Context: an optimization exercise on an open-source flow, tuned for small area, a short achievable clock period and few clock cycles. The choices shown serve that exercise and are no tape-out recipe. Where RTL was checked, it was by simulation tests only, not by an equivalence proof against the original. Power is estimated from default activity; no workload was simulated.

## cache
module cache(
    clk,
    proc_reset,
    proc_read,
    proc_write,
    proc_addr,
    proc_wdata,
    proc_stall,
    proc_rdata,
    mem_read,
    mem_write,
    mem_addr,
    mem_rdata,
    mem_wdata,
    mem_ready
);
    input          clk;
    input          proc_reset;
    input          proc_read, proc_write;
    input   [29:0] proc_addr;
    input   [31:0] proc_wdata;
    output         proc_stall;
    output  [31:0] proc_rdata;
    input  [127:0] mem_rdata;
    input          mem_ready;
    output         mem_read, mem_write;
    output  [27:0] mem_addr;
    output [127:0] mem_wdata;
    reg        done_q;       
    reg        wt_q;         
    reg        wb_q;         
    reg        rd_q;         
    reg        ph;           
    reg        fill_q;       
    reg [31:0]  rdata_q;
    reg [27:0]  maddr_q;
    reg [127:0] buf_q;       
    reg [3:0]   wen_q;       
    reg [127:0] sa [0:3];    
    reg [127:0] sb [0:3];    
    reg [24:0]  ta [0:3];
    reg [24:0]  tb [0:3];
    reg [7:0]   valid;
    reg [7:0]   dirty;
    wire [2:0]  idx  = proc_addr[4:2];
    wire [1:0]  wsel = proc_addr[1:0];
    wire        req  = proc_read | proc_write;
    wire        look = ~done_q & ~wt_q & ~wb_q & ~rd_q;
    wire        inb  = idx[0] ^ ph;             
    wire [7:0] dec  = 8'd1 << idx;
    wire [3:0] pdec = 4'd1 << idx[2:1];
    wire [3:0] wdec = 4'd1 << wsel;
    reg  [127:0] line_sel;
    reg  [24:0]  tag_sel;
    integer i;
    always @(*) begin
        line_sel = 128'd0;
        tag_sel  = 25'd0;
        for (i = 0; i < 4; i = i + 1) begin
            line_sel = line_sel | ((inb ? sb[i] : sa[i]) & {128{pdec[i]}});
            tag_sel  = tag_sel  | ((inb ? tb[i] : ta[i]) & {25{pdec[i]}});
        end
    end
    reg  [3:0] mta, mtb;
    always @(*)
        for (i = 0; i < 4; i = i + 1) begin
  ...
For scale: roughly 5600 cells after synthesis, about 1400 flip-flops, about 52000 um2 of cells after synthesis.
clock: 8.0 ns
lec_check: 0
cap_margin: 20
core_margin: 2
core_utilization: 45
place_density: 0.6
setup_slack_margin: 5
slew_margin: 20
standard.sh (not shown) runs the stock make flow with config.mk's settings and CLKGATE_MAP_FILE= SYNTH_SCRIPT=/design/flow/synth_recipe.tcl, a recipe that flattens the netlist after the stock synthesis.
==> flow/flow/run.sh <==
#!/bin/bash
set -euo pipefail
export BUFFER_PORTS_ARGS="-buffer_cell sky130_fd_sc_hd__buf_2"
bash standard.sh > orfs_make.log 2>&1
Then changed:
==> flow/run.sh (new file) <==
#!/bin/bash
# synth_recipe.tcl (not shown) runs the flow's synth.tcl, then flattens the netlist and writes it again
# the make line also repeats each setting of config.mk as NAME=value (left out here)
make -C /OpenROAD-flow-scripts/flow DESIGN_CONFIG=/design/flow/config.mk WORK_HOME=/design/flow/orfs CLKGATE_MAP_FILE= SYNTH_SCRIPT=/design/flow/synth_recipe.tcl finish
removed: flow/flow/run.sh
removed: flow/standard.sh
- die area does not change
- maximum frequency decreases by 1.5%
- routed wire length increases by 1.9%
- via count increases by 1.8%
- cell area grows by 2.5%
- global-route usage barely changes
- utilization went up by 1.4 points
- total power stays flat
- area after synthesis is unchanged
- clock power came out lower by 4.5%
- hold slack improves by 13 ps
No functional check of the RTL was part of any run of this note.

========
## oak
cache, a different RTL version from the one above (not shown whole).
Size: about 1,400 flip-flops, roughly 390 I/O pins, ~51,000 um2 of cells after synthesis.
clock: 8.0 ns
lec_check: 0
cap_margin: 20
core_margin: 2
core_utilization: 45
place_density: 0.6
setup_slack_margin: 5
slew_margin: 20
tns_end_percent: 5
run.sh (not shown) runs the stock make flow with config.mk's settings and CLKGATE_MAP_FILE= SYNTH_SCRIPT=/design/flow/synth_recipe.tcl, a recipe that flattens the netlist after the stock synthesis.
Stock flow here: none of the scripts above is used.
oak: complete, dirty (antenna violations)
[inputs] pine vs oak
Settings: TNS_END_PERCENT: 5 -> unset.
Comparing oak and pine, the one run not ending clean was oak.
oak finished all stages; however, its layout fails the closing checks, the failures being antenna violations.
Compare oak and pine | routed wire length per instance lower: oak
Looking only at global router's overall resource usage, and setting everything else aside, the lower value of oak and pine goes to oak.
Measured against each other, oak and pine differ in global routing met2 resource utilization, the higher figure coming from pine.
Fill cell total of the finished layout sits lower in pine than in oak.
Taking oak as the reference, in pine clock network area share fell by 0.42 points, number of multi-input combinational cells in the layout comparable.
Die area across oak and pine: no real change.
Summary: with oak as the reference, multi-input combinational cell area in pine moved up by a few percent.
Function was not checked in any run of this note: the RTL went through the layout flow alone.

========
The RTL this note starts from:
==> flow/design.v <==
module cache(
    clk,
    proc_reset,
    proc_read,
    proc_write,
    proc_addr,
    proc_wdata,
    proc_stall,
    proc_rdata,
    mem_read,
    mem_write,
    mem_addr,
    mem_rdata,
    mem_wdata,
    mem_ready
);
    input          clk;
    input          proc_reset;
    input          proc_read, proc_write;
    input   [29:0] proc_addr;
    input   [31:0] proc_wdata;
    output         proc_stall;
    output  [31:0] proc_rdata;
    input  [127:0] mem_rdata;
    input          mem_ready;
    output         mem_read, mem_write;
    output  [27:0] mem_addr;
    output [127:0] mem_wdata;
    reg        done_q;       
    reg        wt_q;         
    reg        wb_q;         
    reg        rd_q;         
    reg        ph;           
    reg [3:0]  pht;          
    reg        done_o, wb_o, rd_o;   
    reg        fill_q;       
    reg [31:0]  rdata_q;
    reg [27:0]  maddr_q;
    reg [127:0] buf_q;       
    reg [3:0]   wen_q;       
    reg [63:0]  da [0:7];    
    reg [63:0]  db [0:7];    
    reg [24:0]  ta [0:3];    
    reg [24:0]  tb [0:3];
    reg [7:0]   valid;
    reg [7:0]   dirty;
    wire [2:0]  idx  = proc_addr[4:2];
    wire [1:0]  wsel = proc_addr[1:0];
    wire        req  = proc_read | proc_write;
    wire        look = ~done_q & ~wt_q & ~wb_q & ~rd_q;
    wire [7:0] dec  = 8'd1 << idx;
    wire [3:0] pdec = 4'd1 << idx[2:1];
    wire [3:0] wdec = 4'd1 << wsel;
    reg  [63:0] raw_a, raw_b;    
    reg  [24:0] tag_sel;
    integer i;
    always @(*) begin
        raw_a   = 64'd0;
        raw_b   = 64'd0;
        tag_sel = 25'd0;
        for (i = 0; i < 8; i = i + 1) begin
            raw_a = raw_a | (da[i] & {64{dec[i]}});
            raw_b = raw_b | (db[i] & {64{dec[i]}});
        end
        for (i = 0; i < 4; i = i + 1)
            tag_sel = tag_sel |
                (ta[i] & {25{pdec[i] & ~(idx[0] ^ pht[i])}}) |
                (tb[i] & {25{pdec[i] &  (idx[0] ^ pht[i])}});
    end
    wire [127:0] line_sel = ph ? {raw_a[63:32], raw_b[63:32], raw_a[31:0], raw_b[31:0]}
                               : {raw_b[63:32], raw_a[63:32], raw_b[31:0], raw_a[31:0]};
    reg  [3:0] mta, mtb;
    always @(*)
        for (i = 0; i < 4; i = i + 1) begin
            mta[i] = (ta[i] == proc_addr[29:5]);
            mtb[i] = (tb[i] == proc_addr[29:5]);
        end
    wire [7:0] mline = ph ? {mta[3], mtb[3], mta[2], mtb[2], mta[1], mtb[1], mta[0], mtb[0]}
                          : {mtb[3], mta[3], mtb[2], mta[2], mtb[1], mta[1], mtb[0], mta[0]};
    wire hit   = |(mline & valid & dec);
    wire vd    = |(valid & dirty & dec);
    wire inbw  = wsel[0] ^ ph;                           
    wire hitw  = look & req & hit & proc_write & inbw;   
    wire [1:0]  ws  = {wsel[1], 1'b0};
    wire        rsa = ~rd_q & ~inbw;
    wire        rsb = ~rd_q &  inbw;
    wire [31:0] rd_word = (raw_a[31:0]  & {32{rsa & ~wsel[1]}}) | (raw_b[31:0]  & {32{rsb & ~wsel[1]}}) |
                          (raw_a[63:32] & {32{rsa &  wsel[1]}}) | (raw_b[63:32] & {32{rsb &  wsel[1]}}) |
                          (mem_rdata[32*wsel +: 32] & {32{rd_q}});
    always @(posedge clk or posedge proc_reset) begin
        if (proc_reset) begin
            done_q <= 1'b0;
            wt_q   <= 1'b0;
            wb_q   <= 1'b0;
            rd_q   <= 1'b0;
            ph     <= 1'b0;
            pht    <= 4'b0000;
            done_o <= 1'b0;
            wb_o   <= 1'b0;
            rd_o   <= 1'b0;
        end else begin
            done_o <= (~done_o & ~wt_q & ~wb_o & ~rd_o & req & hit & ~hitw) | wt_q | (rd_o & mem_ready);
            wb_o   <= (~done_o & ~wt_q & ~wb_o & ~rd_o & req & ~hit & vd) | (wb_o & ~mem_ready);
            rd_o   <= (~done_o & ~wt_q & ~wb_o & ~rd_o & req & ~hit & ~vd) | (wb_o & mem_ready) | (rd_o & ~mem_ready);
            done_q <= (look & req & hit & ~hitw) | wt_q | (rd_q & mem_ready);
            wt_q   <= hitw;
            wb_q   <= (look & req & ~hit & vd) | (wb_q & ~mem_ready);
            rd_q   <= (look & req & ~hit & ~vd) | (wb_q & mem_ready) | (rd_q & ~mem_ready);
            ph     <= ~ph;
            pht    <= ~pht;
        end
    end
    always @(posedge clk) begin
        fill_q        <= rd_q;
        rdata_q       <= rd_word;
        buf_q         <= rd_q ? mem_rdata : line_sel;
        maddr_q[2:0]  <= idx;
        maddr_q[27:3] <= (vd & ~rd_q & ~(wb_q & mem_ready)) ? tag_sel : proc_addr[29:5];
        wen_q         <= rd_q ? 4'b1111 : (proc_write ? wdec : 4'b0000);
    end
    wire st_mem = rd_q & mem_ready;          
    genvar g, p;
    generate
        for (p = 0; p < 2; p = p + 1) begin : W
            wire [1:0]  win  = {p[0], ~ph};
            wire [31:0] wbus = (proc_write & (wsel == win)) ? proc_wdata :
                               rd_q ? mem_rdata[32*win +: 32] : buf_q[32*win +: 32];
            wire        wst  = st_mem | (done_q & wen_q[win]);
            for (g = 0; g < 8; g = g + 1) begin : L
                always @(posedge clk)
                    da[g][32*p +: 32] <= (dec[g] & wst) ? wbus : db[g][32*p +: 32];
            end
        end
        for (g = 0; g < 8; g = g + 1) begin : D
            always @(posedge clk)
                db[g] <= da[g];
        end
        for (g = 0; g < 4; g = g + 1) begin : T
            always @(posedge clk) begin
                tb[g] <= ta[g];
                ta[g] <= (pdec[g] & (idx[0] ^ pht[g]) & (st_mem | (done_q & fill_q))) ?
                         proc_addr[29:5] : tb[g];
            end
        end
        for (g = 0; g < 8; g = g + 1) begin : V
            always @(posedge clk or posedge proc_reset) begin
                if (proc_reset)
                    valid[g] <= 1'b0;
                else if (done_q & dec[g] & fill_q)
                    valid[g] <= 1'b1;
            end
            always @(posedge clk)
                if (done_q & dec[g] & (fill_q | proc_write))
                    dirty[g] <= proc_write;
        end
    endgenerate
    assign proc_stall = ~done_o;
    assign proc_rdata = rdata_q;
    assign mem_read   = rd_o;
    assign mem_write  = wb_o;
    assign mem_addr   = maddr_q;
    assign mem_wdata  = buf_q;
endmodule
==> flow/config.mk <==
export PLATFORM = sky130hd
export DESIGN_NAME = cache
export DESIGN_NICKNAME = cache
export VERILOG_FILES = /design/flow/design.v
export SDC_FILE = /design/flow/constraint.sdc
export NUM_CORES = 4
export LEC_CHECK = 0
export CAP_MARGIN = 20
export CORE_MARGIN = 2
export CORE_UTILIZATION = 55
export CTS_CLUSTER_DIAMETER = 120
export CTS_CLUSTER_SIZE = 24
export PLACE_DENSITY = 0.65
export SETUP_SLACK_MARGIN = 5
export SLEW_MARGIN = 20
==> flow/constraint.sdc <==
create_clock -name core_clock -period 8.0 [get_ports {clk}]
set_input_delay 1.6000 -clock core_clock [delete_from_list [all_inputs] [get_ports {clk}]]
set_output_delay 1.6000 -clock core_clock [all_outputs]
set_load 0.01 [all_outputs]
standard.sh (not shown) runs the stock make flow with config.mk's settings and CLKGATE_MAP_FILE= SYNTH_SCRIPT=/design/flow/synth_recipe.tcl, a recipe that flattens the netlist after the stock synthesis.
==> flow/flow/run.sh <==
#!/bin/bash
set -euo pipefail
export BUFFER_PORTS_ARGS="-buffer_cell sky130_fd_sc_hd__buf_2"
bash standard.sh > orfs_make.log 2>&1
Testbench counts at the start, summed over its fixed seeds: cycles 248,918.
Rerun with:
- TNS_END_PERCENT: unset -> 20
The changed run passed the timing, DRC and antenna checks.
Setup slack gets worse by 170 ps.
Clock skew fell by 9.0 ps.
Clock power stays flat.
Cell count is about the same.
First-iteration DRC count rises by 6.0%.
Final area went down by 2.8%.
Core utilization shrinks by 1.9 points.

[static timing again, ports no longer ideal]
The flow's constraints put no driver on any port. The routed layouts listed below were extracted and timed again, unchanged, in two steps. Step 1 assumes that a clkbuf_16 drives the clock port and a buf_2 every other input. Step 2 also shifts input and output timing later by t, the mid clock arrival at the registers, as if the neighbouring blocks saw the same clock. Slacks: ideal ports / drivers / drivers and shift; pairs: ideal ports / drivers.
| run | t, ns | slack for setup (ns) | clock arrival spread, ns |
|---|---|---|---|
| the first run of note 1 | 0.845 | 4.551 / 4.570 / 3.725 | 0.060 / 0.060 |
| the second run of note 1 | 0.841 | 4.498 / 4.512 / 3.671 | 0.038 / 0.038 |
| oak | 0.820 | 4.313 / 4.327 / 3.507 | 0.036 / 0.036 |
| pine | 0.829 | 4.343 / 4.369 / 3.540 | 0.038 / 0.038 |
| the first run of note 3 | 0.756 | 4.918 / 4.876 / 4.120 | 0.039 / 0.039 |
| the second run of note 3 | 0.746 | 4.751 / 4.674 / 4.070 | 0.036 / 0.036 |
The setup slack of the second run of note 1, which loses most, moves by +0.014 ns with the drivers and by -0.827 ns with both steps.
